Background: an optimization exercise with open tools, aiming at a short achievable clock period and few clock cycles. Do not read the settings as production practice.
Only simulation tests tie the RTL to the original design; equivalence was not proved.
No activity file was given, so power comes from the tool's default toggle rates.

File: design/flow/run.sh
#!/bin/bash
# synth_recipe.tcl (not shown) runs the flow's synth.tcl, then flattens the netlist and writes it again
# the make line also repeats each setting of config.mk as NAME=value (left out here)
make -C /OpenROAD-flow-scripts/flow DESIGN_CONFIG=/design/flow/config.mk WORK_HOME=/design/flow/orfs CLKGATE_MAP_FILE= SYNTH_SCRIPT=/design/flow/synth_recipe.tcl finish
File: design/flow/config.mk
export PLATFORM = sky130hd
export DESIGN_NAME = NanoCPU
export DESIGN_NICKNAME = NanoCPU
export VERILOG_FILES = /design/flow/design.v
export SDC_FILE = /design/flow/constraint.sdc
export NUM_CORES = 4
export LEC_CHECK = 0
export ABC_AREA = 1
export CAP_MARGIN = 20
export CORE_MARGIN = 2
export CORE_UTILIZATION = 40
export PLACE_DENSITY = 0.6
export SETUP_SLACK_MARGIN = 3.5
export SLEW_MARGIN = 20
File: design/flow/design.v
module ksadd16 (
    input  logic [15:0] a, b,
    input  logic        ci,
    output logic [15:0] s,
    output logic        co
);
    logic [15:0] g0, p0, g1, p1, g2, p2, g3, p3, g4, p4;
    logic [15:0] c;                 
    assign g0 = (a & b) | {15'd0, ci & (a[0] ^ b[0])};
    assign p0 = a ^ b;
    genvar i;
    generate
        for (i = 0; i < 16; i++) begin : lv
            if (i >= 1) begin
                assign g1[i] = g0[i] | (p0[i] & g0[i-1]);
                assign p1[i] = p0[i] & p0[i-1];
            end else begin
                assign g1[i] = g0[i];
                assign p1[i] = p0[i];
            end
            if (i >= 2) begin
                assign g2[i] = g1[i] | (p1[i] & g1[i-2]);
                assign p2[i] = p1[i] & p1[i-2];
            end else begin
                assign g2[i] = g1[i];
                assign p2[i] = p1[i];
            end
            if (i >= 4) begin
                assign g3[i] = g2[i] | (p2[i] & g2[i-4]);
                assign p3[i] = p2[i] & p2[i-4];
            end else begin
                assign g3[i] = g2[i];
                assign p3[i] = p2[i];
            end
            if (i >= 8) begin
                assign g4[i] = g3[i] | (p3[i] & g3[i-8]);
                assign p4[i] = p3[i] & p3[i-8];
            end else begin
                assign g4[i] = g3[i];
                assign p4[i] = p3[i];
            end
        end
    endgenerate
    assign c  = {g4[14:0], ci};
    assign s  = p0 ^ c;
    assign co = g4[15];
endmodule
module inc8 (
    input  logic [7:0] a,
    output logic [7:0] y
);
    genvar i;
    generate
        for (i = 0; i < 8; i++) begin : b
            if (i == 0) assign y[i] = ~a[0];
            else        assign y[i] = a[i] ^ (&a[i-1:0]);
        end
    endgenerate
endmodule
module NanoCPU (
    input  logic ck, rst,
    output logic [7:0]  address,
    input  logic [15:0] dataR,
    output logic [15:0] dataW,
    output logic ce, we,
    output logic halt
);
    logic [15:0] R [3:0];           
    logic [7:0]  AR;                
    logic [7:0]  PCn;               
    logic        dcyc;              
    logic        halted;
    logic        wr;                
    logic        ev;                
    logic        e_alu, e_rd;
    logic [1:0]  e_op;              
    logic [1:0]  edst;
    logic [15:0] A, B;
    logic [15:0] sum, diff, res;
    logic        c_add, c_sub, lt;
    ksadd16 u_add (.a(A), .b(B),  .ci(1'b0), .s(sum),  .co(c_add));
    ksadd16 u_sub (.a(A), .b(~B), .ci(1'b1), .s(diff), .co(c_sub));
    assign lt = ~c_sub;             
    always_comb begin
        case (e_op)
            2'd0:    res = A ^ B;
            2'd1:    res = diff;
            2'd2:    res = sum;
            default: res = {15'd0, lt};
        endcase
    end
    assign address = AR;
    assign dataW   = B;
    assign ce      = 1'b1;
    assign we      = wr;
    assign halt    = halted;
    logic [3:0] nzR;                
    logic [15:0] cdat [15:0];
    logic [3:0]  ctag [15:0];
    logic [15:0] cval;
    logic [15:0] NW;
    logic        hit;               
    logic        fetch;
    logic [15:0] W;
    logic [7:0]  FA, FA1, AR1, PCn1;
    inc8 u_inca (.a(AR),  .y(AR1));
    inc8 u_incp (.a(PCn), .y(PCn1));
    logic e_chk, mis;
    assign mis   = ev && e_chk && B == 16'd0;
    assign fetch = dcyc ? (hit && !(wr && AR == PCn)) : !mis;
    assign W     = dcyc ? NW : dataR;
    assign FA    = dcyc ? PCn : AR;
    assign FA1   = dcyc ? PCn1 : AR1;
    logic [15:0] nw_a, nw_p;
    logic        hv_a, hv_p;
    logic        lwr;               
    assign lwr  = !dcyc || wr;
    logic [15:0] cdat_r [15:0];
    logic [3:0]  ctag_r [15:0];
    logic [15:0] cval_r;
    genvar ri;
    generate
        for (ri = 0; ri < 16; ri++) begin : rot
            assign cdat_r[ri] = cdat[(ri + 1) % 16];
            assign ctag_r[ri] = ctag[(ri + 1) % 16];
            assign cval_r[ri] = cval[(ri + 1) % 16];
        end
    endgenerate
    assign nw_a = cdat_r[AR[3:0]];
    assign nw_p = cdat_r[PCn[3:0]];
    logic [15:0] m_a, m_p;
    generate
        for (ri = 0; ri < 16; ri++) begin : mt
            if (ri == 15) begin
                assign m_a[ri] = cval_r[ri] && ctag_r[ri] == AR1[7:4];
                assign m_p[ri] = cval_r[ri] && ctag_r[ri] == PCn1[7:4];
            end else begin
                assign m_a[ri] = cval_r[ri] && ctag_r[ri] == AR[7:4];
                assign m_p[ri] = cval_r[ri] && ctag_r[ri] == PCn[7:4];
            end
        end
    endgenerate
    assign hv_a = m_a[AR[3:0]];
    assign hv_p = m_p[PCn[3:0]] && !(lwr && AR[3:0] == PCn1[3:0]);
    logic [3:0] opc;
    logic f_rd, f_wr, f_alu, f_end;
    assign opc   = W[15:12];
    assign f_end = opc[3];
    assign f_rd  = opc == 4'd0;
    assign f_wr  = opc == 4'd1;
    assign f_alu = opc[3:2] == 2'b01;
    logic f_jmp, f_br, f_mem, cond;
    assign f_jmp = opc == 4'd2;
    assign f_br  = opc == 4'd3;
    assign f_mem = opc[3:1] == 3'd0;
    logic        e_wb, e_ld;
    assign e_wb = ev && e_alu && !dcyc;      
    assign e_ld = dcyc && e_rd;              
    logic        wbv, wsel;
    logic [1:0]  wdst;
    logic [15:0] WV, LV, wval;
    assign wval = wsel ? LV : WV;
    logic [15:0] rA, rB, opA, opB;
    assign rA  = (wbv && wdst == W[5:4]) ? wval : R[W[5:4]];
    assign rB  = (wbv && wdst == W[1:0]) ? wval : R[W[1:0]];
    assign opA = (e_wb && edst == W[5:4]) ? res : (e_ld && edst == W[5:4]) ? dataR : rA;
    assign opB = (e_wb && edst == W[1:0]) ? res : (e_ld && edst == W[1:0]) ? dataR : rB;
    logic wnz;                      
    assign wnz  = wval != 16'd0;
    logic e_ne;
    assign e_ne = A != B;
    assign cond = (e_wb && !e_op[1] && edst == W[1:0]) ? e_ne :
                  ((e_wb || e_ld) && edst == W[1:0]) ? 1'b1 : (wbv && wdst == W[1:0]) ? wnz : nzR[W[1:0]];
    always_ff @(posedge ck or posedge rst) begin
        if (rst) begin
            AR <= 8'd0; dcyc <= 1'b0; halted <= 1'b0; wr <= 1'b0; ev <= 1'b0;
            R[0] <= 16'd0; R[1] <= 16'd0; R[2] <= 16'd0; R[3] <= 16'd0;
            nzR <= 4'd0;
            cval <= 16'd0;
            wbv <= 1'b0;
        end else if (!halted) begin
            if (wbv) R[wdst] <= wval;
            wbv <= e_ld || e_wb;
            if (wbv) nzR[wdst] <= wnz;
            if (!dcyc) cval[AR[3:0]] <= 1'b1;
            if (fetch) begin
                ev   <= 1'b1;
                wr   <= f_wr;
                dcyc <= f_rd || f_wr;
                if (f_end) halted <= 1'b1;
                AR   <= (f_mem || f_jmp || (f_br && cond)) ? W[11:4] : FA1;
            end else begin
                ev   <= 1'b0;
                wr   <= 1'b0;
                dcyc <= 1'b0;
                AR   <= PCn;
            end
        end
    end
    always_ff @(posedge ck) begin
        PCn   <= FA1;
        NW    <= dcyc ? nw_p : nw_a;
        hit   <= dcyc ? hv_p : hv_a;
        e_alu <= f_alu;
        e_rd  <= f_rd;
        e_op  <= opc[1:0];
        e_chk <= f_br && ((e_wb && e_op[1]) || e_ld) && edst == W[1:0];
        edst  <= f_rd ? W[1:0] : W[9:8];
        A     <= opA;
        B     <= opB;
        wsel  <= dcyc;
        wdst  <= edst;
        WV    <= res;
        LV    <= dataR;
    end
    genvar gi;
    generate
        for (gi = 0; gi < 16; gi++) begin : line
            always_ff @(posedge ck) begin
                if (AR[3:0] == gi) begin
                    if (!dcyc) begin
                        cdat[gi] <= dataR;
                        ctag[gi] <= AR[7:4];
                    end else if (wr && ctag[gi] == AR[7:4]) begin
                        cdat[gi] <= B;
                    end
                end
            end
        end
    endgenerate
endmodule
File: design/flow/constraint.sdc
create_clock -name core_clock -period 5.5 [get_ports {ck}]
set_input_delay 1.1000 -clock core_clock [delete_from_list [all_inputs] [get_ports {ck}]]
set_output_delay 1.1000 -clock core_clock [all_outputs]
set_load 0.01 [all_outputs]
==> out/metrics.yaml, run 1 <==
finish:
  nFillCells: 4986
  drive_above_1_share_pct: 36.5
  diodes: 0
  fin_nets: 3425
  finalInstanceArea_um2: 37300
  seq_area_um2: 13100
  finalNonFillerCells: 4244
  syn2layout_area_growth_pct: 47.6
  multiInputGateArea_um2: 13700
min_path:
  hold_depth: 0
  min_to: "wdst[1]"
  hold_start: "edst[1]"
  hold_class: "reg -> reg"
logic_synthesis:
  synth_mux_area_share_pct: 0.579
  synth_fa_ha_area_share_pct: 2.63
  ys.flop_type: "edfxtp_1"
  synth_cell_types: 63
  syn_nets: 2950
  synth.area.top_cells: "edfxtp_1 34%, dfrtp_1 9.6%, nand2_1 9.3%"
  syn-cell-area_um2: 25300
  ys_seq_elements: 482
  synth_top_cell_area_share_pct: 34.2
  yosys_warnings: 6
  synth.most_common_cell: "nand2_1"
  synthSimpleGateAreaFrac_pct: 19.2
  synth_top_family_by_area: "simple AND/OR/NAND/NOR gates"
  synth.largest_area_cell: "edfxtp_1"
  synth_edf_count: 288
  avgSynthCellArea_um2: 8.78
  ys_seq_area_share_pct: 51.5
  synth-compound-area-share_pct: 15.1
  synth_common_cells: "626 x nand2_1, 343 x inv_1, 288 x edfxtp_1"
  yosys.area_share.xor_xnor_pct: 3.29
  syn_inst: 2880
  async_flop_share_pct: 20.1
setup_path:
  critPathMaxFanout: 2
  worst-r2r-setup-slack_ps: 3030
  rr_worst_depth: 14
  cp-startpoint: "AR[5]"
  worstSetupPathType: "reg -> out"
  end_kind: "output port"
  reg2reg_to: "NW[15]"
  cp-start-kind: "register"
  r2r_start: "AR[1]"
  crit_arrival_ps: 1410
  required_ps: 4400
die:
  die_y_um: 255
  coreArea_um2: 62700
  ioPinCount: 45
  dieArea_um2: 65200
  dieWidth_um: 255
  initial_core_util_pct: 40.3
  num_rows: 92
grt:
  antenna_found_initial: 3
  grtUsageTotal_pct: 32.0
  grt_overflow: 0
  grt_pass1_vias: 24300
  grt_pass1_wl_mm: 157
  grt_max_degree: 98
sta:
  setup-tns-final_ps: 0
  hold_ws_ps: 422
  period_needed_ps: 2510
  slew_violations: 0
  fin_crit_sh_pct: 45.7
  tightest_slew_ps: 945
  fmax_mhz: 398
  hold_viol: 0
  rsz0062_at_grt: "true"
  setup_ws_ps: 2990
  clock-skew-final_ps: 45.7
  max-slew-margin-rel_pct: 37.0
  finalSetupViolCount: 0
power_and_ir_drop:
  ir_drop_uv: 267
  p_leak_nw: 15.0
  p_per_area_nw_per_um2: 212
placement:
  portBuffers: 43
  place_worst_setup_slack_ps: 1650
  placed_cells: 3687
  finalWeightedCongestion: 0.957
  placed_area_um2: 26900
  dp_hpwl_mm: 66.0
drt:
  wl_per_cell_um: 26.8
  ant_nets: 0
  routed_wl_mm: 114
  viasPerCell: 5.99
  drtIter0Drc: 3394
  drtPass1Iterations: 8
  drc: 0
  vias: 25400
clock_tree:
  clock_latency_ps: 660
  cts_made_buffers: 52
  cts.clk_slew.worst_paths_ps: 70
  ctsHtreeMaxLevel: 2
  root_buffer: "clkbuf_16"
  clock_sinks: 482
  cts_buffer_depth: 3
  tritoncts: "yes"
flow_run:
  drv_cap: 0
status:
  status: "timing/DRC/antenna clean"
## repair_timing
action / CTS / global route
cloned: 20 / 14
pin swaps: 183 / 162
buffers inserted: 298 / 128
setup endpoints to repair: 657 / 470
hold buffers: 0 / 0
gates resized for setup: 861 / 325
## layout make-up
type	instances	share of cell area (%)
repair buffers	511	15.1
repair inverters	10	0.282
well taps	846	2.84
multi-input cells	1926	36.8
inverters	372	4.67
clock buffers	69	3.91
flip-flops and latches	482	35.1
clock inverters	28	1.25
## cell families after synthesis
kind of cell | Yosys count
AND/OR/NAND/NOR | 1119
AO/OA/AOI/OAI | 636
flip-flops | 482
buffers and inverters | 482
XOR/XNOR | 95
adder cells (fa/ha/maj) | 52
multiplexers | 13
other | 1
## where the power goes
part / internal [mW] / leakage [nW] / switching (mW) / total (mW)
Combinational: 0.0204 / 9.11 / 0.0646 / 0.0850
Clock: 2.40 / 0.932 / 1.62 / 4.02
Sequential: 3.79 / 4.94 / 0.00190 / 3.79
## stage by stage
step	util (%)	total power [mW]
2_1_floorplan	-	3.91
3_3_place_gp	42.8	3.95
3_5_place_dp	42.8	3.95
4_1_cts	55.2	7.88
5_1_grt	59.4	8.04
6_report	59.4	7.90
## worst max path at each step
stage                             to  slack (ps)  cells after the start
after floorplan                AR[0]        3250                      1
after global placement          A[5]        1630                     10
after detailed placement        A[5]        1650                     10
after CTS                 address[5]        3000                      2
after global routing             hit        2960                     19
final                     address[5]        2990                      2
## metal layers
metal  track usage [%]  up-vias  part of all wire [%]
met4              19.1        4                   8.2
met2              52.3     1777                    46
met3              5.25      533                   9.8
met5                 0        -                 0.022
li1                  -    10900                     -
met1              39.8    12200                    36
## registers in the layout (all words and copies together) (netlist names), 2 cells and up
name,flops
cdat,224
R,64
ctag,64
A,16
B,16
LV,16
WV,16
cval,16
NW,14
AR,8
PCn,8
nzR,4
e_op,2
edst,2
wdst,2
## cells in the final DEF (no fill, tap or decap), drive strengths merged, types with 57 or more instances in the layout
| cell | count |
|---|---|
| nor2 | 215 |
| buf | 487 |
| nand3 | 131 |
| inv | 346 |
| clkbuf | 78 |
| dfrtp | 97 |
| dfxtp | 97 |
| nand2 | 664 |
| o22ai | 93 |
| a21oi | 133 |
| xor2 | 57 |
| nand4 | 63 |
| edfxtp | 288 |
| o21ai | 241 |
## critical path, stage by stage (launching register included)
cell     delay (ps)
dfrtp_4         530
buf_12          150
buf_6           110
Testbench counts, summed over its fixed seeds: cycles 41,031.
==> run 2: changes to the inputs <==
--- a/design/flow/config.mk
+++ b/design/flow/config.mk
@@ -12,3 +12,3 @@
 export PLACE_DENSITY = 0.6
-export SETUP_SLACK_MARGIN = 3.5
+export SETUP_SLACK_MARGIN = 4.5
 export SLEW_MARGIN = 20
==> run 2 against run 1 <==
Net effect:
- wire length grew 10%
- flip-flop and latch count is the same
- die area is the same
- first-iteration DRC count grew 14%
- cell area grew 6.5%
- clock power shrank 11%
==> out/metrics.yaml, run 2 <==
finish:
  drive_above_1_share_pct: 44.3
  reg_top3: "cdat x224, R x64, ctag x64"
  finalNonFillerCells: 4348
  layout_common_cells: "437 x nand2_1, 288 x edfxtp_1, 267 x buf_4"
  largest_reg_flops: 224
  fin_nets: 3529
  regMostFlops: "cdat"
  final_common_cell: "nand2_1"
  final_util_pct: 63.3
  syn2layout_area_growth_pct: 57.2
power_and_ir_drop:
  switching_share_pct: 22.2
  p_int_mw: 5.83
  p_per_area_nw_per_um2: 188
  p_leak_nw: 16.2
  ir_drop_uv: 279
  pwr-share-seq_pct: 50.7
  p_clk_share_pct: 47.6
  combPwrFrac_pct: 1.7
  switchingPower_mw: 1.66
logic_synthesis:
  syn_inst: 2880
  synth_top_cell_area_share_pct: 34.2
  synth.area.top_cells: "edfxtp_1 34%, dfrtp_1 9.6%, nand2_1 9.3%"
  yosys_warnings: 6
  ys_seq_elements: 482
  avgSynthCellArea_um2: 8.78
  synth.largest_area_cell: "edfxtp_1"
  ys_seq_area_share_pct: 51.5
  syn_nets: 2950
  synth_cell_types: 63
  synth.most_common_cell: "nand2_1"
  ys.flop_type: "edfxtp_1"
  synth_common_cells: "626 x nand2_1, 343 x inv_1, 288 x edfxtp_1"
  synth_edf_count: 288
  async_flop_share_pct: 20.1
  syn-cell-area_um2: 25300
grt:
  grt_pass1_wl_mm: 165
  antenna_found_initial: 2
  grt_overflow: 0
  grt_max_degree: 29
  grtUsageTotal_pct: 34.0
  grt_pass1_vias: 24800
sta:
  finalSetupViolCount: 0
  hold_viol: 0
  max-slew-margin-rel_pct: 37.8
  fin_crit_sh_pct: 46.8
  hold_ws_ps: 432
  period_needed_ps: 2570
  clock-skew-final_ps: 37.3
  slew_violations: 0
  rsz0062_at_grt: "true"
  setup_ws_ps: 2930
  tightest_slew_ps: 933
  setup-tns-final_ps: 0
  fmax_mhz: 389
die:
  num_rows: 92
  dieArea_um2: 65200
  coreArea_um2: 62700
  dieWidth_um: 255
  ioPinCount: 45
  die_y_um: 255
  initial_core_util_pct: 40.3
drt:
  drtIter0Drc: 3867
  drtPass1Iterations: 8
  vias: 27200
  routed_wl_mm: 125
  ant_nets: 0
  wl_per_cell_um: 28.8
  drc: 0
  viasPerCell: 6.26
clock_tree:
  tritoncts: "yes"
  cts_buffer_depth: 3
  root_buffer: "clkbuf_16"
  cts_made_buffers: 53
  clock_sinks: 482
  ctsHtreeMaxLevel: 2
  hold_buffers: 0
  clock_latency_ps: 640
  cts.clk_slew.worst_paths_ps: 70
setup_path:
  rr_worst_depth: 15
  required_ps: 6010
  worstSetupPathType: "reg -> reg"
  crit_arrival_ps: 3080
  worst-r2r-setup-slack_ps: 2930
  end_kind: "register"
  cp-start-kind: "register"
  critPathMaxFanout: 8
flow_run:
  drv_cap: 0
min_path:
  hold_depth: 0
  hold_class: "reg -> reg"
placement:
  dp_hpwl_mm: 66.6
  finalWeightedCongestion: 0.944
  placed_cells: 3685
  portBuffers: 43
  place_worst_setup_slack_ps: 1570
status:
  status: "timing/DRC/antenna clean"
## run 2: cell counts after synthesis
No cell type changed its count.
## run 2: power groups by stage
| stage | Clock [mW] | Sequential [mW] | Combinational, mW |
|---|---|---|---|
| floorplan | 0 | 3.87 | 0.0417 |
| global placement | 0 | 3.87 | 0.0911 |
| detailed placement | 0 | 3.87 | 0.0911 |
| CTS | 3.53 | 3.79 | 0.104 |
| global route | 3.70 | 3.79 | 0.132 |
| finish | 3.57 | 3.79 | 0.129 |
## run 2: worst max-delay path, stage by stage (launching register included)
cell     delay [ps]
dfxtp_4         380
buf_6           110
buf_6           100
inv_8            30
ha_4            260
buf_6            90
buf_4            90
buf_4            90
nand3_1         120
nor4_4          260
nand3_2         170
nand3_4         160
nand2_8         120
nand2_2          90
nand3_2          80
a21oi_2         260
## run 2: final timing paths
kind / start / endpoint
max reg2reg: B[1] / AR[4]
min: edst[1] / wdst[1]
min reg2reg: edst[1] / wdst[1]
max in group asynchronous: rst / cval[0]
min in group asynchronous: rst / R[1][15]
max: B[1] / AR[4]
## run 2: area by class of cell
cell class / count / area, µm²
Timing Repair inverter: 12 / 115
Tap cell: 846 / 1060
Antenna cell: 1 / 2.50
Inverter: 372 / 1880
Multi-Input combinational cell: 1930 / 14800
Clock buffer: 78 / 1510
Sequential cell: 482 / 13100
Fill cell: 4534 / 23000
Clock inverter: 19 / 176
Timing Repair Buffer: 608 / 7070
## run 2: what timing repair did
action | 4_1_cts | 5_1_grt
endpoints found under the setup margin | 891 | 775
hold endpoints to repair | 0 | 0
buffers inserted | 346 | 175
gates cloned | 33 | 11
pin swaps | 202 | 220
resized for setup | 1001 | 476
## run 2: cells by family after synthesis
family	after synthesis	synth area share (%)
fa+ha+maj	52	2.63
simple gates	1119	19.2
flops	482	51.5
mux	13	0.579
xor+xnor	95	3.29
compound gates	636	15.1
buf+inv	482	7.67
other cells	1	0.0148
## run 2: through the flow
stage / cell area [µm²] / total power, mW
2_1_floorplan: 27000 / 3.92
3_3_place_gp: 27800 / 3.97
3_5_place_dp: 27800 / 3.97
4_1_cts: 36300 / 7.43
5_1_grt: 39700 / 7.63
6_report: 39700 / 7.49
## run 2: routing by layer
metal	global-route usage [%]	part of all wire [%]	vias up
met2	54.1	45	2320
met3	7.95	12	730
met1	41.8	35	13100
met4	20.9	8.5	2
li1	-	-	11100
met5	0	0.010	-
==> run 3: changes to the inputs <==
--- a/design/flow/design.v
+++ b/design/flow/design.v
@@ -169,6 +169,3 @@
     assign wnz  = wval != 16'd0;
-    logic e_ne;
-    assign e_ne = A != B;
-    assign cond = (e_wb && !e_op[1] && edst == W[1:0]) ? e_ne :
-                  ((e_wb || e_ld) && edst == W[1:0]) ? 1'b1 : (wbv && wdst == W[1:0]) ? wnz : nzR[W[1:0]];
+    assign cond = ((e_wb || e_ld) && edst == W[1:0]) ? 1'b1 : (wbv && wdst == W[1:0]) ? wnz : nzR[W[1:0]];
     always_ff @(posedge ck or posedge rst) begin
@@ -206,3 +203,3 @@
         e_op  <= opc[1:0];
-        e_chk <= f_br && ((e_wb && e_op[1]) || e_ld) && edst == W[1:0];
+        e_chk <= f_br && (e_wb || e_ld) && edst == W[1:0];
         edst  <= f_rd ? W[1:0] : W[9:8];
--- a/design/flow/config.mk
+++ b/design/flow/config.mk
@@ -7,3 +7,3 @@
 export LEC_CHECK = 0
-export ABC_AREA = 1
+export ABC_CLOCK_PERIOD_IN_PS = 1500
 export CAP_MARGIN = 20
@@ -12,3 +12,3 @@
 export PLACE_DENSITY = 0.6
-export SETUP_SLACK_MARGIN = 4.5
+export SETUP_SLACK_MARGIN = 3.5
 export SLEW_MARGIN = 20
==> run 3 against run 2 <==
Net effect:
- die area fell by 3.7%
- non-clock buffer count is 148 lower
- flip-flop and latch count unchanged
- global-route usage shrank 2.0 points
- final cell count shrank 18%
- core utilization is 5.7 points lower
- critical path depth shrank 3
- setup slack got worse by 39 ps
- clock skew rose by 25 ps
- synthesized cell count is 18% lower
- first-iteration DRC count decreased by 18%
- highest routed layer is now met4
==> out/metrics.yaml, run 3 <==
power_and_ir_drop:
  switchingPower_mw: 8.18
  power.total_mw: 19.8
  p_leak_nw: 13.2
  combPwrFrac_pct: 52.9
  p_per_area_nw_per_um2: 572
  pwr-share-seq_pct: 27.1
  p_clk_share_pct: 20.0
  p_int_mw: 11.7
  switching_share_pct: 41.2
  ir_drop_uv: 329
setup_path:
  cpPeakStageDelay_ps: 440
  cp.buffers_inverters: 4
  cp-startpoint: "wsel"
  cp-start-kind: "register"
  cp_common_cell: "buf_6"
  endpoint: "AR[0]"
  worst-r2r-setup-slack_ps: 2890
  reg2reg_to: "AR[0]"
  path_cells: "buf_8 > mux2i_4 > o211ai_1 > nor4_4 > or2_4 > a41oi_4 > buf_6 > buf_4 > buf_6 > nand2_2 > o21ai_2 > o21ai_1"
  worstSetupPathType: "reg -> reg"
  crit_slowest_cell: "dfxtp_4"
  required_ps: 6040
  cp_top_family: "compound AO/OA/AOI/OAI gates"
  crit_arrival_ps: 3150
  end_kind: "register"
  rr_worst_depth: 12
  cp.depth: 12
  r2r_start: "wsel"
  critPathMaxFanout: 7
finish:
  syn2layout_area_growth_pct: 42.6
  reg_top3: "cdat x224, R x64, ctag x64"
  regMostFlops: "cdat"
  drive_above_1_share_pct: 36.6
  largest_reg_flops: 224
  fin_nets: 2793
  final_common_cell: "nand2_1"
  diodes: 0
  layout_common_cells: "300 x nand2_1, 288 x edfxtp_1, 241 x buf_4"
  final_util_pct: 57.6
clock_tree:
  tritoncts: "yes"
  clock_latency_ps: 650
  cts.clk_slew.worst_paths_ps: 70
  cts_buffer_depth: 3
  cts_made_buffers: 52
  root_buffer: "clkbuf_16"
  ctsHtreeMaxLevel: 2
  clock_sinks: 482
  hold_buffers: 0
logic_synthesis:
  yosys_warnings: 6
  async_flop_share_pct: 20.1
  synth.most_common_cell: "nand2_1"
  avgSynthCellArea_um2: 10.3
  synth_edf_count: 288
  syn-cell-area_um2: 24300
  synth_cell_types: 76
  ys_seq_elements: 482
  syn_inst: 2353
  synth.largest_area_cell: "edfxtp_1"
  synth_top_cell_area_share_pct: 35.5
  synth_common_cells: "315 x nand2_1, 288 x edfxtp_1, 144 x o21ai_0"
  ys_seq_area_share_pct: 53.5
  synth.area.top_cells: "edfxtp_1 36%, dfrtp_1 10%, dfxtp_1 8.0%"
  ys.flop_type: "edfxtp_1"
  syn_nets: 2423
min_path:
  hold_class: "reg -> reg"
drt:
  ant_nets: 0
  drtIter0Drc: 3190
  drc: 0
  routed_wl_mm: 106
  drtPass1Iterations: 10
  wl_per_cell_um: 29.9
  vias: 23000
  viasPerCell: 6.48
die:
  initial_core_util_pct: 40.4
  ioPinCount: 45
  die_y_um: 251
  num_rows: 90
  dieArea_um2: 62800
  dieWidth_um: 251
  coreArea_um2: 60200
sta:
  max-slew-margin-rel_pct: 41.5
  tightest_slew_ps: 853
  slew_violations: 0
  setup-tns-final_ps: 0
  rsz0062_at_grt: "true"
  clock-skew-final_ps: 61.9
  finalSetupViolCount: 0
  fmax_mhz: 383
  period_needed_ps: 2610
  hold_viol: 0
  fin_crit_sh_pct: 47.5
  setup_ws_ps: 2890
placement:
  finalWeightedCongestion: 0.917
  dp_hpwl_mm: 54.7
  portBuffers: 43
  place_worst_setup_slack_ps: 1220
grt:
  antenna_found_initial: 0
  grt_pass1_vias: 22300
  grt_overflow: 0
  grt_pass1_wl_mm: 148
  grtUsageTotal_pct: 31.9
  grt_max_degree: 98
flow_run:
  drv_cap: 0
status:
  status: "timing/DRC/antenna clean"
==> run 3: cell count changes after synthesis, moves of 31 or more <==
cell | before | now
nand2_1 | 626 | 315
clkbuf_1 | 42 | 118
buf_2 | 55 | 17
xor2_1 | 57 | 118
a21o_1 | 2 | 33
o21ai_0 | 219 | 144
o22ai_1 | 93 | 10
a21oi_1 | 133 | 88
nor2_1 | 199 | 126
mux2i_1 | 0 | 39
inv_1 | 343 | 54
a22oi_1 | 11 | 131
==> run 3: area by class of cell <==
| type | count | area, µm² |
|---|---|---|
| fill | 4669 | 25500 |
| multi-input combinational | 1671 | 13300 |
| sequential | 482 | 13200 |
| timing repair buffer | 460 | 5070 |
| clock buffer | 64 | 1440 |
| tap | 782 | 978 |
| clock inverter | 34 | 507 |
| inverter | 56 | 269 |
==> run 3: through the flow <==
stage	hold slack (ps)	std cells	area, µm²
finish	466	3549	34700
global route	481	3549	34700
CTS	460	3470	33000
detailed placement	421	3055	25900
global placement	432	3055	25900
floorplan	342	2353	25200
==> run 3: worst min-delay path by stage <==
stage,slack (ps),cells past startpoint,start,endpoint
after global placement,430,0,edst[1],wdst[1]
after CTS,460,1,cdat[1][0],NW[0]
after floorplan,340,0,dcyc,wsel
final,470,1,cdat[1][0],NW[0]
after global routing,480,1,cdat[1][0],NW[0]
after detailed placement,420,0,edst[0],wdst[0]
==> run 3: logic make-up after synthesis <==
| kind of cell | count (synthesis) | synth area share, % |
|---|---|---|
| AND/OR/NAND/NOR | 781 | 14.9 |
| multiplexers | 65 | 2.88 |
| adder cells (fa/ha/maj) | 52 | 2.74 |
| XOR/XNOR | 164 | 5.90 |
| buffers and inverters | 216 | 3.57 |
| AO/OA/AOI/OAI | 592 | 16.5 |
| flip-flops | 482 | 53.5 |
| other | 1 | 0.0154 |
==> run 3: timing repair <==
action                     4_1_cts  5_1_grt
gates cloned                    27        3
setup buffers                  290       76
gates resized for setup        643      224
pin swaps                      157      139
setup endpoints to repair      550      419
==> run 3: metal layers <==
metal | GRT usage [%] | up-vias | routed length [µm] | part of all wire, %
li1 | - | 9471 | - | -
met1 | 38.8 | 11100 | 37000 | 35
met2 | 50.8 | 1798 | 47300 | 45
met3 | 8.79 | 584 | 13400 | 13
met4 | 18.9 | 0 | 8340 | 7.9
met5 | 0 | - | 0 | 0
==> run 3: worst register-to-register path: stages, from the launching register on <==
cell and delay (ps):
dfxtp_4 440, buf_8 160, mux2i_4 360, o211ai_1 240, nor4_4 250, or2_4 190
a41oi_4 230, buf_6 200, buf_4 120, buf_6 110, nand2_2 60, o21ai_2 60
o21ai_1 120
==> run 3: power groups by stage <==
stage | Combinational [mW] | Sequential, mW | Clock (mW)
after floorplan | 4.19 | 5.09 | 0
after global placement | 5.73 | 5.55 | 0
after detailed placement | 5.80 | 5.56 | 0
after CTS | 8.90 | 5.35 | 3.96
after global routing | 10.8 | 5.43 | 4.10
final | 10.5 | 5.38 | 3.96
Testbench counts of run 3, summed over its fixed seeds: cycles 41,659.
==> run 4: changes to the inputs <==
--- a/design/flow/design.v
+++ b/design/flow/design.v
@@ -169,3 +169,18 @@
     assign wnz  = wval != 16'd0;
-    assign cond = ((e_wb || e_ld) && edst == W[1:0]) ? 1'b1 : (wbv && wdst == W[1:0]) ? wnz : nzR[W[1:0]];
+    logic e_ne;
+    assign e_ne = A != B;
+    logic [3:0] cf, pc;
+    genvar ci;
+    generate
+        for (ci = 0; ci < 4; ci++) begin : cfl
+            assign cf[ci] = ((e_wb || e_ld) && edst == ci) ? (e_wb && !e_op[1] ? e_ne : 1'b1) :
+                            (wbv && wdst == ci) ? wnz : nzR[ci];
+            assign pc[ci] = ((e_wb && e_op[1]) || e_ld) && edst == ci;
+        end
+    endgenerate
+    assign cond = cf[W[1:0]];
+    logic take_d, take_n, take;
+    assign take_d = dataR[15:14] == 2'd0 && (dataR[13:12] != 2'd3 || cf[dataR[1:0]]);
+    assign take_n = NW[15:14] == 2'd0    && (NW[13:12] != 2'd3    || cf[NW[1:0]]);
+    assign take   = dcyc ? take_n : take_d;
     always_ff @(posedge ck or posedge rst) begin
@@ -187,3 +202,3 @@
                 if (f_end) halted <= 1'b1;
-                AR   <= (f_mem || f_jmp || (f_br && cond)) ? W[11:4] : FA1;
+                AR   <= take ? W[11:4] : FA1;
             end else begin
@@ -203,3 +218,3 @@
         e_op  <= opc[1:0];
-        e_chk <= f_br && (e_wb || e_ld) && edst == W[1:0];
+        e_chk <= f_br && pc[W[1:0]];
         edst  <= f_rd ? W[1:0] : W[9:8];
--- a/design/flow/config.mk
+++ b/design/flow/config.mk
@@ -7,3 +7,3 @@
 export LEC_CHECK = 0
-export ABC_CLOCK_PERIOD_IN_PS = 1500
+export ABC_CLOCK_PERIOD_IN_PS = 100
 export CAP_MARGIN = 20
==> run 4 against run 3 <==
Net effect:
- still clean on timing, DRC and antenna
- cell area down 1.1%
- combinational power decreased by 7%
- critical path depth shrank 2
- first-iteration DRC count is 8.0% higher
- fmax decreased by 7.0%
- critical path type unchanged
- largest cell class is now registers
==> out/metrics.yaml, run 4 <==
logic_synthesis:
  syn_nets: 2412
  async_flop_share_pct: 20.1
  synth_edf_count: 288
  syn-cell-area_um2: 24500
  ys_seq_area_share_pct: 53.2
  synth.largest_area_cell: "edfxtp_1"
  synth.area.top_cells: "edfxtp_1 35%, dfrtp_1 9.9%, dfxtp_1 7.9%"
  ys.flop_type: "edfxtp_1"
  synth_common_cells: "347 x nand2_1, 288 x edfxtp_1, 143 x o21ai_0"
  syn_inst: 2339
  avgSynthCellArea_um2: 10.5
  synth.most_common_cell: "nand2_1"
  yosys_warnings: 6
  ys_seq_elements: 482
  synth_top_cell_area_share_pct: 35.3
  synth_cell_types: 75
clock_tree:
  root_buffer: "clkbuf_16"
  cts_made_buffers: 52
  cts_buffer_depth: 3
  ctsHtreeMaxLevel: 2
  hold_buffers: 0
  clock_latency_ps: 680
  tritoncts: "yes"
  clock_sinks: 482
  cts.clk_slew.worst_paths_ps: 70
finish:
  layout_common_cells: "330 x nand2_1, 288 x edfxtp_1, 224 x buf_4"
  finalNonFillerCells: 3519
  reg_top3: "cdat x224, R x64, ctag x64"
  final_common_cell: "nand2_1"
  syn2layout_area_growth_pct: 40.2
  diodes: 0
  regMostFlops: "cdat"
  largest_reg_flops: 224
  drive_above_1_share_pct: 34.0
  nFillCells: 4741
  fin_nets: 2766
drt:
  routed_wl_mm: 103
  vias: 23000
  drtIter0Drc: 3444
  viasPerCell: 6.52
  wl_per_cell_um: 29.3
  ant_nets: 0
  drtPass1Iterations: 8
  drc: 0
power_and_ir_drop:
  pwr-share-seq_pct: 28.1
  p_per_area_nw_per_um2: 549
  p_int_mw: 11.1
  combPwrFrac_pct: 52.1
  ir_drop_uv: 323
  p_clk_share_pct: 19.8
  switchingPower_mw: 7.73
  p_leak_nw: 13.0
  power.total_mw: 18.8
  switching_share_pct: 41.1
placement:
  placed_cells: 3046
  finalWeightedCongestion: 0.877
  portBuffers: 43
  dp_hpwl_mm: 53.0
sta:
  rsz0062_at_grt: "true"
  slew_violations: 0
  tightest_slew_ps: 957
  clock-skew-final_ps: 74.5
  fin_crit_sh_pct: 51.0
  hold_ws_ps: 482
  max-slew-margin-rel_pct: 34.4
  period_needed_ps: 2810
  hold_viol: 0
  fmax_mhz: 356
  finalSetupViolCount: 0
  setup-tns-final_ps: 0
setup_path:
  cpPeakStageDelay_ps: 560
  cp.buffers_inverters: 1
  rr_worst_depth: 10
  path_cells: "inv_2 > ha_4 > nand4_1 > or4_4 > nor3_4 > a211o_1 > o2111ai_1 > or3_4 > mux2i_1 > o221ai_1"
  required_ps: 5980
  worstSetupPathType: "reg -> reg"
  r2r_start: "B[3]"
  worst-r2r-setup-slack_ps: 2690
  cp-startpoint: "B[3]"
  end_kind: "register"
  reg2reg_to: "AR[4]"
  cp_top_family: "simple AND/OR/NAND/NOR gates"
  cp-start-kind: "register"
  crit_arrival_ps: 3290
  crit_slowest_cell: "or4_4"
  critPathMaxFanout: 8
die:
  coreArea_um2: 60500
  ioPinCount: 45
  initial_core_util_pct: 40.5
  num_rows: 90
  dieArea_um2: 63200
  die_y_um: 251
  dieWidth_um: 251
grt:
  grt_util_met2_pct: 47.8
  grt_pass1_wl_mm: 140
  grt_max_degree: 51
  grt_pass1_vias: 21200
  antenna_found_initial: 1
  grtUsageTotal_pct: 29.7
  grt_util_met1_pct: 38.0
  grt_overflow: 0
  use_met3_pct: 6.11
  busiest_layer: "met2"
min_path:
  hold_class: "reg -> reg"
  min_to: "cval[3]"
  hold_start: "cval[3]"
  hold_depth: 1
status:
  status: "timing/DRC/antenna clean"
flow_run:
  drv_cap: 0
==> run 4: changes by cell type in the layout (fill, tap and decap cells not counted), sizes merged, moves of 12 or more <==
cell | previous run | this run
a21oi | 88 | 68
a221oi | 41 | 53
a222oi | 7 | 23
a22o | 29 | 61
a22oi | 131 | 60
a32oi | 1 | 17
buf | 439 | 422
nand2 | 317 | 347
nor2 | 127 | 75
nor3 | 46 | 34
o211ai | 26 | 48
==> run 4: worst max path at each step <==
stage	endpoint	cells after the start
final	AR[4]	10
after global routing	AR[4]	10
after CTS	AR[0]	10
after detailed placement	A[5]	10
after global placement	A[5]	10
after floorplan	AR[4]	9
==> run 4: worst reg2reg max path, stage by stage (launching register included) <==
cell and delay, ps:
dfxtp_2 350, inv_2 50, ha_4 280, nand4_1 160
or4_4 560, nor3_4 260, a211o_1 180, o2111ai_1 90
or3_4 440, mux2i_1 180, o221ai_1 130
==> run 4: layout make-up <==
cell class	count	area, µm²	share of cell area, %
Clock buffer	66	1430	4.15
Tap cell	782	978	2.85
Sequential cell	482	13100	38.3
Timing Repair inverter	1	5.00	0.0146
Timing Repair Buffer	453	5170	15.1
Inverter	56	248	0.722
Clock inverter	32	378	1.10
Multi-Input combinational cell	1647	13000	37.8
==> run 4: logic make-up (layout without fill, tap and decap cells) <==
group	after synthesis	count (layout)	share of synthesized area (%)
AND/OR/NAND/NOR	761	766	14.6
AO/OA/AOI/OAI	604	604	17.6
flip-flops	482	482	53.2
buffers and inverters	217	608	3.46
XOR/XNOR	162	162	5.80
multiplexers	57	59	2.45
adder cells (fa/ha/maj)	55	55	2.87
other	1	1	0.0153
==> run 4: stage by stage <==
stage	utilization [%]	instance area, µm²	setup WS [ps]
floorplan	-	25200	2790
global placement	43.2	26100	1580
detailed placement	43.2	26100	1580
CTS	51.7	31300	2630
global route	56.7	34300	2630
finish	56.7	34300	2690
==> run 4: power groups by stage <==
stage	logic, mW	clock network, mW	registers (mW)
2_1_floorplan	4.03	0	5.09
3_3_place_gp	5.68	0	5.44
3_5_place_dp	5.74	0	5.45
4_1_cts	7.63	3.72	5.25
5_1_grt	10.1	3.89	5.33
6_report	9.81	3.72	5.29
==> run 4: what timing repair did <==
action	in CTS	in global routing
pin swaps	106	140
gates resized for setup	510	307
gates cloned	18	15
hold endpoints to repair	0	0
setup buffers	163	179
setup endpoints to repair	620	538
==> run 4: layer usage <==
metal  vias up  wire length, µm
met2      1788            46600
met4         0             7500
met3       499            11900
met5         -                0
li1       9511                -
met1     11200            37100
Testbench counts of run 4, summed over its fixed seeds: cycles 41,031.
==> run 5: changes to the inputs <==
--- a/design/flow/config.mk
+++ b/design/flow/config.mk
@@ -7,3 +7,3 @@
 export LEC_CHECK = 0
-export ABC_CLOCK_PERIOD_IN_PS = 100
+export ABC_AREA = 1
 export CAP_MARGIN = 20
==> run 5 against run 4 <==
Net effect:
- worst hold slack worse by 67 ps
- first-iteration DRC count is 18% lower
- clock power is 3% higher
- via count is 7.7% higher
- register-to-register slack better by 210 ps
- setup slack better by 210 ps
- cell area is 8.3% higher
- final cell count is 15% higher
- sequential share of layout area is 2.9 points lower
- clock skew is 6.5 ps lower
- fmax is 7.9% higher
- critical endpoint is now AR[6]
- highest routed layer unchanged
==> out/metrics.yaml, run 5 <==
grt:
  grt_overflow: 0
  antenna_found_initial: 2
  grtUsageTotal_pct: 31.5
  grt_max_degree: 42
  grt_pass1_vias: 23400
  grt_pass1_wl_mm: 150
logic_synthesis:
  avgSynthCellArea_um2: 9.13
  ys.flop_type: "edfxtp_1"
  synth.most_common_cell: "nand2_1"
  syn-cell-area_um2: 24700
  synth_cell_types: 59
  syn_inst: 2707
  async_flop_share_pct: 20.1
  synth_edf_count: 288
  ys_seq_area_share_pct: 52.7
  synth_common_cells: "495 x nand2_1, 297 x inv_1, 288 x edfxtp_1"
  synth.largest_area_cell: "edfxtp_1"
  ys_seq_elements: 482
  synth_top_cell_area_share_pct: 35.0
  yosys_warnings: 6
  synth.area.top_cells: "edfxtp_1 35%, dfrtp_1 9.8%, dfxtp_1 7.9%"
  syn_nets: 2780
drt:
  vias: 24700
  drtIter0Drc: 2841
  drtPass1Iterations: 6
  routed_wl_mm: 107
  wl_per_cell_um: 26.6
  viasPerCell: 6.13
  drc: 0
  ant_nets: 0
finish:
  fin_nets: 3270
  largest_reg_flops: 224
  reg_top3: "cdat x224, R x64, ctag x64"
  syn2layout_area_growth_pct: 50.4
  regMostFlops: "cdat"
  final_common_cell: "nand2_1"
  final_util_pct: 60.5
  drive_above_1_share_pct: 39.5
  layout_common_cells: "384 x nand2_1, 288 x edfxtp_1, 280 x buf_4"
sta:
  period_needed_ps: 2600
  finalSetupViolCount: 0
  hold_viol: 0
  rsz0062_at_grt: "true"
  hold_ws_ps: 415
  fmax_mhz: 385
  slew_violations: 0
  max-slew-margin-rel_pct: 30.7
  tightest_slew_ps: 1030
  fin_crit_sh_pct: 47.3
  clock-skew-final_ps: 68.0
  setup-tns-final_ps: 0
setup_path:
  path_cells: "inv_2 > ha_4 > nand2_1 > inv_1 > nand3_2 > nor2_4 > nand4_1 > nand2_1 > nand3_1 > nand3b_1 > nand3_4 > nand2_8 > nand2_8 > nand2_1 > nand3_1 > a21oi_2"
  cp-start-kind: "register"
  cp.depth: 16
  worstSetupPathType: "reg -> reg"
  crit_slowest_cell: "dfxtp_4"
  end_kind: "register"
  required_ps: 6040
  cp-startpoint: "B[12]"
  cp.buffers_inverters: 2
  endpoint: "AR[6]"
  cpPeakStageDelay_ps: 410
  cp_top_family: "simple AND/OR/NAND/NOR gates"
  rr_worst_depth: 16
  crit_arrival_ps: 3140
  r2r_start: "B[12]"
  worst-r2r-setup-slack_ps: 2900
  critPathMaxFanout: 8
  cp_common_cell: "nand2_1"
  reg2reg_to: "AR[6]"
power_and_ir_drop:
  p_leak_nw: 14.7
  ir_drop_uv: 275
  p_per_area_nw_per_um2: 209
  switchingPower_mw: 1.69
  switching_share_pct: 21.7
  combPwrFrac_pct: 1.3
  pwr-share-seq_pct: 48.9
  p_clk_share_pct: 49.7
  p_int_mw: 6.06
placement:
  portBuffers: 43
  dp_hpwl_mm: 62.1
  finalWeightedCongestion: 0.942
clock_tree:
  cts_made_buffers: 54
  clock_sinks: 482
  tritoncts: "yes"
  ctsHtreeMaxLevel: 2
  clock_latency_ps: 670
  cts_buffer_depth: 3
  root_buffer: "clkbuf_16"
  cts.clk_slew.worst_paths_ps: 60
die:
  num_rows: 91
  ioPinCount: 45
  dieArea_um2: 63800
  die_y_um: 253
  initial_core_util_pct: 40.3
  dieWidth_um: 253
  coreArea_um2: 61400
status:
  status: "timing/DRC/antenna clean"
flow_run:
  drv_cap: 0
min_path:
  hold_class: "reg -> reg"
-- run 5: changes by cell type after synthesis, sizes merged, moves of 37 or more --
| cell | previous run | this run |
|---|---|---|
| nor2 | 75 | 206 |
| o21ai | 144 | 250 |
| inv | 54 | 300 |
| clkbuf | 122 | 84 |
| mux2i | 37 | 0 |
| nand2 | 347 | 521 |
| a22oi | 60 | 9 |
| a22o | 61 | 4 |
| o22ai | 7 | 65 |
| a21oi | 68 | 151 |
| xor2 | 125 | 69 |
-- run 5: kinds of logic after synthesis --
kind of cell	count (synthesis)	share of synthesized area [%]
simple gates	955	16.9
compound gates	695	17.5
flops	482	52.7
buf+inv	423	6.73
xor+xnor	96	3.40
fa+ha+maj	55	2.85
other cells	1	0.0152
-- run 5: power groups by stage --
| stage | combinational, mW | sequential, mW | clock [mW] |
|---|---|---|---|
| after global placement | 0.0815 | 3.88 | 0 |
| after CTS | 0.0928 | 3.79 | 3.87 |
| after global routing | 0.107 | 3.79 | 4.01 |
| final | 0.103 | 3.79 | 3.85 |
| after floorplan | 0.0378 | 3.87 | 0 |
| after detailed placement | 0.0821 | 3.88 | 0 |
-- run 5: through the flow --
step	cells	instance area, µm²	total power [mW]	worst slack [ps]
6_report	4034	37200	7.75	2900
5_1_grt	4034	37200	7.91	2840
4_1_cts	3911	34700	7.76	3070
3_5_place_dp	3455	26700	3.96	1750
3_3_place_gp	3455	26700	3.96	1820
2_1_floorplan	2707	25800	3.91	3150
-- run 5: how the worst min path moves through the flow --
stage / start / to / slack, ps / depth (start not counted)
after CTS: edst[0] / wdst[0] / 410 / 0
after global routing: edst[0] / wdst[0] / 410 / 0
after detailed placement: edst[0] / wdst[0] / 400 / 0
after floorplan: dcyc / wsel / 350 / 0
after global placement: edst[0] / wdst[0] / 400 / 0
final: edst[0] / wdst[0] / 420 / 0
-- run 5: metal layers --
| layer | routed length [µm] | GRT usage (%) | share of wire (%) |
|---|---|---|---|
| met4 | 7980 | 17.3 | 7.4 |
| met2 | 49800 | 52.1 | 46 |
| met1 | 38700 | 39.1 | 36 |
| met5 | 0 | 0 | 0 |
| met3 | 10600 | 5.49 | 9.9 |
-- run 5: cell type report --
class / count / area, µm²
Sequential cell: 482 / 13100
Timing Repair inverter: 8 / 68.8
Multi-Input combinational cell: 1809 / 13700
Timing Repair Buffer: 535 / 5920
Clock buffer: 73 / 1520
Clock inverter: 29 / 388
Fill cell: 4746 / 24200
Inverter: 307 / 1470
Tap cell: 790 / 988
Antenna cell: 1 / 2.50
-- run 5: timing repair --
action / in CTS / in global routing
gates resized for setup: 816 / 305
pin swaps: 196 / 174
buffers inserted: 326 / 113
endpoints found under the setup margin: 555 / 509
hold buffers: 0 / 0
gates cloned: 28 / 9
==> run 6: changes to the inputs <==
--- a/design/flow/design.v
+++ b/design/flow/design.v
@@ -96,2 +96,12 @@
     assign halt    = halted;
+    logic [15:0] pz;
+    logic        nz_res;
+    assign pz = (A ^ B) ^ {A[14:0] | B[14:0], 1'b0};
+    always_comb begin
+        case (e_op)
+            2'd0, 2'd1: nz_res = A != B;
+            2'd2:       nz_res = pz != 16'd0;
+            default:    nz_res = 1'b1;    
+        endcase
+    end
     logic [3:0] nzR;                
@@ -128,18 +138,9 @@
     endgenerate
+    logic [3:0] ta, tp;             
+    assign ta   = (&AR[3:0])  ? AR1[7:4]  : AR[7:4];
+    assign tp   = (&PCn[3:0]) ? PCn1[7:4] : PCn[7:4];
     assign nw_a = cdat_r[AR[3:0]];
     assign nw_p = cdat_r[PCn[3:0]];
-    logic [15:0] m_a, m_p;
-    generate
-        for (ri = 0; ri < 16; ri++) begin : mt
-            if (ri == 15) begin
-                assign m_a[ri] = cval_r[ri] && ctag_r[ri] == AR1[7:4];
-                assign m_p[ri] = cval_r[ri] && ctag_r[ri] == PCn1[7:4];
-            end else begin
-                assign m_a[ri] = cval_r[ri] && ctag_r[ri] == AR[7:4];
-                assign m_p[ri] = cval_r[ri] && ctag_r[ri] == PCn[7:4];
-            end
-        end
-    endgenerate
-    assign hv_a = m_a[AR[3:0]];
-    assign hv_p = m_p[PCn[3:0]] && !(lwr && AR[3:0] == PCn1[3:0]);
+    assign hv_a = cval_r[AR[3:0]]  && ctag_r[AR[3:0]]  == ta;
+    assign hv_p = cval_r[PCn[3:0]] && ctag_r[PCn[3:0]] == tp && !(lwr && AR[3:0] == PCn1[3:0]);
     logic [3:0] opc;
@@ -167,20 +168,3 @@
     assign opB = (e_wb && edst == W[1:0]) ? res : (e_ld && edst == W[1:0]) ? dataR : rB;
-    logic wnz;                      
-    assign wnz  = wval != 16'd0;
-    logic e_ne;
-    assign e_ne = A != B;
-    logic [3:0] cf, pc;
-    genvar ci;
-    generate
-        for (ci = 0; ci < 4; ci++) begin : cfl
-            assign cf[ci] = ((e_wb || e_ld) && edst == ci) ? (e_wb && !e_op[1] ? e_ne : 1'b1) :
-                            (wbv && wdst == ci) ? wnz : nzR[ci];
-            assign pc[ci] = ((e_wb && e_op[1]) || e_ld) && edst == ci;
-        end
-    endgenerate
-    assign cond = cf[W[1:0]];
-    logic take_d, take_n, take;
-    assign take_d = dataR[15:14] == 2'd0 && (dataR[13:12] != 2'd3 || cf[dataR[1:0]]);
-    assign take_n = NW[15:14] == 2'd0    && (NW[13:12] != 2'd3    || cf[NW[1:0]]);
-    assign take   = dcyc ? take_n : take_d;
+    assign cond = (e_wb && edst == W[1:0]) ? nz_res : (e_ld && edst == W[1:0]) ? 1'b1 : nzR[W[1:0]];
     always_ff @(posedge ck or posedge rst) begin
@@ -195,3 +179,4 @@
             wbv <= e_ld || e_wb;
-            if (wbv) nzR[wdst] <= wnz;
+            if (e_ld)      nzR[edst] <= dataR != 16'd0;
+            else if (e_wb) nzR[edst] <= (e_op == 2'd3) ? lt : nz_res;
             if (!dcyc) cval[AR[3:0]] <= 1'b1;
@@ -202,3 +187,3 @@
                 if (f_end) halted <= 1'b1;
-                AR   <= take ? W[11:4] : FA1;
+                AR   <= (f_mem || f_jmp || (f_br && cond)) ? W[11:4] : FA1;
             end else begin
@@ -218,3 +203,3 @@
         e_op  <= opc[1:0];
-        e_chk <= f_br && pc[W[1:0]];
+        e_chk <= f_br && ((e_wb && e_op == 2'd3) || e_ld) && edst == W[1:0];
         edst  <= f_rd ? W[1:0] : W[9:8];
--- a/design/flow/config.mk
+++ b/design/flow/config.mk
@@ -7,3 +7,3 @@
 export LEC_CHECK = 0
-export ABC_AREA = 1
+export ABC_CLOCK_PERIOD_IN_PS = 1500
 export CAP_MARGIN = 20
==> run 6 against run 5 <==
Net effect:
- non-clock buffer count is 135 lower
- synthesized cell count shrank 13%
- highest routed layer is now met5
- critical path type unchanged
- final cell count shrank 14%
- clock-buffer cell count decreased by 6
- die area up 0.15%
- flip-flop and latch count did not move
- combinational power increased to 100 times the previous value
- sequential share of layout area rose by 3.7 points
- fmax shrank 11%
- critical path depth is 6 lower
- clock power fell by 5%
- via count is 7.0% lower
==> out/metrics.yaml, run 6 <==
status:
  status: "timing/DRC/antenna clean"
drt:
  viasPerCell: 6.60
  drtPass1Iterations: 7
  vias: 23000
  routed_wl_mm: 108
  drc: 0
  wl_per_cell_um: 30.9
  ant_nets: 0
  drtIter0Drc: 3322
setup_path:
  cp-start-kind: "register"
  cpPeakStageDelay_ps: 550
  required_ps: 5980
  end_kind: "register"
  worst-r2r-setup-slack_ps: 2590
  rr_worst_depth: 10
  worstSetupPathType: "reg -> reg"
  cp.buffers_inverters: 2
  cp_top_family: "simple AND/OR/NAND/NOR gates"
  reg2reg_to: "AR[5]"
  cp-startpoint: "A[10]"
  crit_slowest_cell: "or4_4"
  crit_arrival_ps: 3400
  critPathMaxFanout: 3
  path_cells: "inv_4 > ha_4 > or4_4 > or4b_4 > nor3_2 > a21o_2 > buf_6 > a311oi_4 > o21a_1 > a221o_1"
  r2r_start: "A[10]"
die:
  ioPinCount: 45
  coreArea_um2: 61500
  dieWidth_um: 253
  initial_core_util_pct: 40.3
  num_rows: 91
  die_y_um: 253
  dieArea_um2: 63900
sta:
  finalSetupViolCount: 0
  tightest_slew_ps: 938
  period_needed_ps: 2910
  setup-tns-final_ps: 0
  fin_crit_sh_pct: 53.0
  max-slew-margin-rel_pct: 35.7
  hold_viol: 0
  hold_ws_ps: 481
  slew_violations: 0
  rsz0062_at_grt: "true"
  fmax_mhz: 343
  setup_ws_ps: 2590
  clock-skew-final_ps: 49.6
logic_synthesis:
  syn_inst: 2355
  ys_seq_elements: 482
  avgSynthCellArea_um2: 10.5
  synth_common_cells: "288 x edfxtp_1, 250 x nand2_1, 161 x nand3_1"
  synth.area.top_cells: "edfxtp_1 35%, dfrtp_1 9.8%, dfxtp_1 7.8%"
  ys_seq_area_share_pct: 52.6
  yosys_warnings: 6
  syn_nets: 2438
  synth.largest_area_cell: "edfxtp_1"
  synth_cell_types: 79
  synth_top_cell_area_share_pct: 34.9
  async_flop_share_pct: 20.1
  synth_edf_count: 288
  synth.most_common_cell: "edfxtp_1"
  syn-cell-area_um2: 24700
  ys.flop_type: "edfxtp_1"
finish:
  multiInputGateArea_um2: 13000
  final_util_pct: 54.8
  finalNonFillerCells: 3482
  reg_top3: "cdat x224, R x64, ctag x64"
  drive_above_1_share_pct: 32.4
  nFillCells: 5074
  finalInstanceArea_um2: 33700
  largest_reg_flops: 224
  fin_nets: 2730
  layout_common_cells: "288 x edfxtp_1, 238 x nand2_1, 184 x buf_4"
  seq_area_um2: 13200
  syn2layout_area_growth_pct: 36.2
  final_common_cell: "edfxtp_1"
  regMostFlops: "cdat"
power_and_ir_drop:
  p_leak_nw: 12.6
  power.total_mw: 19.9
  p_per_area_nw_per_um2: 589
  ir_drop_uv: 335
grt:
  antenna_found_initial: 1
  grt_overflow: 0
  grt_pass1_vias: 22100
  grt_max_degree: 98
  grtUsageTotal_pct: 32.5
  grt_pass1_wl_mm: 151
placement:
  finalWeightedCongestion: 0.922
  place_worst_setup_slack_ps: 1250
  portBuffers: 43
  placed_cells: 3055
  placed_area_um2: 26700
  dp_hpwl_mm: 59.3
clock_tree:
  cts_buffer_depth: 3
  clock_latency_ps: 650
  cts.clk_slew.worst_paths_ps: 60
  cts_made_buffers: 53
  ctsHtreeMaxLevel: 2
  tritoncts: "yes"
  root_buffer: "clkbuf_16"
  clock_sinks: 482
  hold_buffers: 0
min_path:
  hold_start: "cval[3]"
  min_to: "cval[3]"
  hold_depth: 1
  hold_class: "reg -> reg"
flow_run:
  drv_cap: 0
## run 6: changes by cell type in the layout (fill, tap and decap cells not counted), sizes merged, moves of 74 or more
| cell | previous run | this run |
|---|---|---|
| nand2 | 526 | 250 |
| inv | 272 | 65 |
| o21ai | 250 | 98 |
| buf | 510 | 381 |
| a22oi | 9 | 111 |
| nor2 | 208 | 134 |
## run 6: cell families after synthesis
kind of cell | Yosys count | synth area share [%]
xor+xnor | 123 | 4.35
mux | 74 | 3.70
compound gates | 644 | 18.5
simple gates | 723 | 13.7
flops | 482 | 52.6
buf+inv | 243 | 3.79
fa+ha+maj | 65 | 3.35
other cells | 1 | 0.0152
## run 6: area by class of cell
type                    count  area share (%)
flip-flops and latches    482            39.1
multi-input cells        1643            38.5
repair buffers            400            13.4
clock buffers              67            4.30
well taps                 790            2.93
clock inverters            32           0.954
inverters                  66           0.910
repair inverters            1          0.0186
diodes                      1         0.00743
## run 6: per-layer routing
layer	up-vias	part of all wire, %	wire length (µm)	track usage [%]
met1	11100	35	37300	38.8
met2	1808	44	47000	50.0
met5	-	0.010	11	0
met4	2	10	10700	26.0
met3	602	12	12400	8.16
li1	9475	-	-	-
## run 6: worst max-delay path by stage
stage / end / cells after the start / slack (ps)
CTS: nzR[1] / 11 / 2610
global route: AR[0] / 12 / 2520
detailed placement: AR[5] / 9 / 1250
global placement: AR[5] / 9 / 1370
floorplan: AR[5] / 11 / 2640
finish: AR[5] / 10 / 2590
## run 6: repair_timing
| item | 4_1_cts | 5_1_grt |
|---|---|---|
| endpoints found under the setup margin | 575 | 406 |
| resized for setup | 469 | 150 |
| setup buffers | 227 | 74 |
| pin swaps | 112 | 116 |
| cloned | 20 | 6 |
## run 6: report_power, final
group	total (mW)	leakage [nW]	internal (mW)	switching, mW
Combinational	10.8	7.00	4.65	6.14
Sequential	5.41	4.77	4.75	0.656
Clock	3.66	0.861	2.10	1.56
Testbench counts of run 6, summed over its fixed seeds: cycles 41,025.

## what the ideal ports hide
The flow's constraints put no driver on any port. The routed layouts listed below were extracted and timed again, unchanged, in two steps. Step 1 assumes that a clkbuf_16 drives the clock port and a buf_2 every other input. Step 2, shift: input delay + t, output delay - t, t = (earliest + latest rising clock arrival at the registers) / 2. This alone moves slack from input paths to output paths. Three values: no drivers, after step 1, after step 2; two values: the first two.
run | shift t [ns] | setup WS [ns] | worst setup path after step 2 | worst register clock-pin slew, ns
run 1 | 0.702 | 2.988 / 2.922 / 2.557 | input to register | 0.07 / 0.07
run 2 | 0.683 | 2.929 / 2.914 / 2.386 | input to register | 0.07 / 0.07
run 3 | 0.687 | 2.890 / 2.890 / 2.289 | input to register | 0.07 / 0.07
run 4 | 0.706 | 2.695 / 2.692 / 2.069 | input to register | 0.07 / 0.07
run 5 | 0.704 | 2.901 / 2.901 / 2.572 | input to register | 0.07 / 0.07
run 6 | 0.689 | 2.586 / 2.586 / 1.945 | input to register | 0.07 / 0.07
After both steps every run listed still meets setup and hold. The setup slack of run 6, which loses most, moves by 0.000 ns with the drivers and by -0.641 ns with both steps.
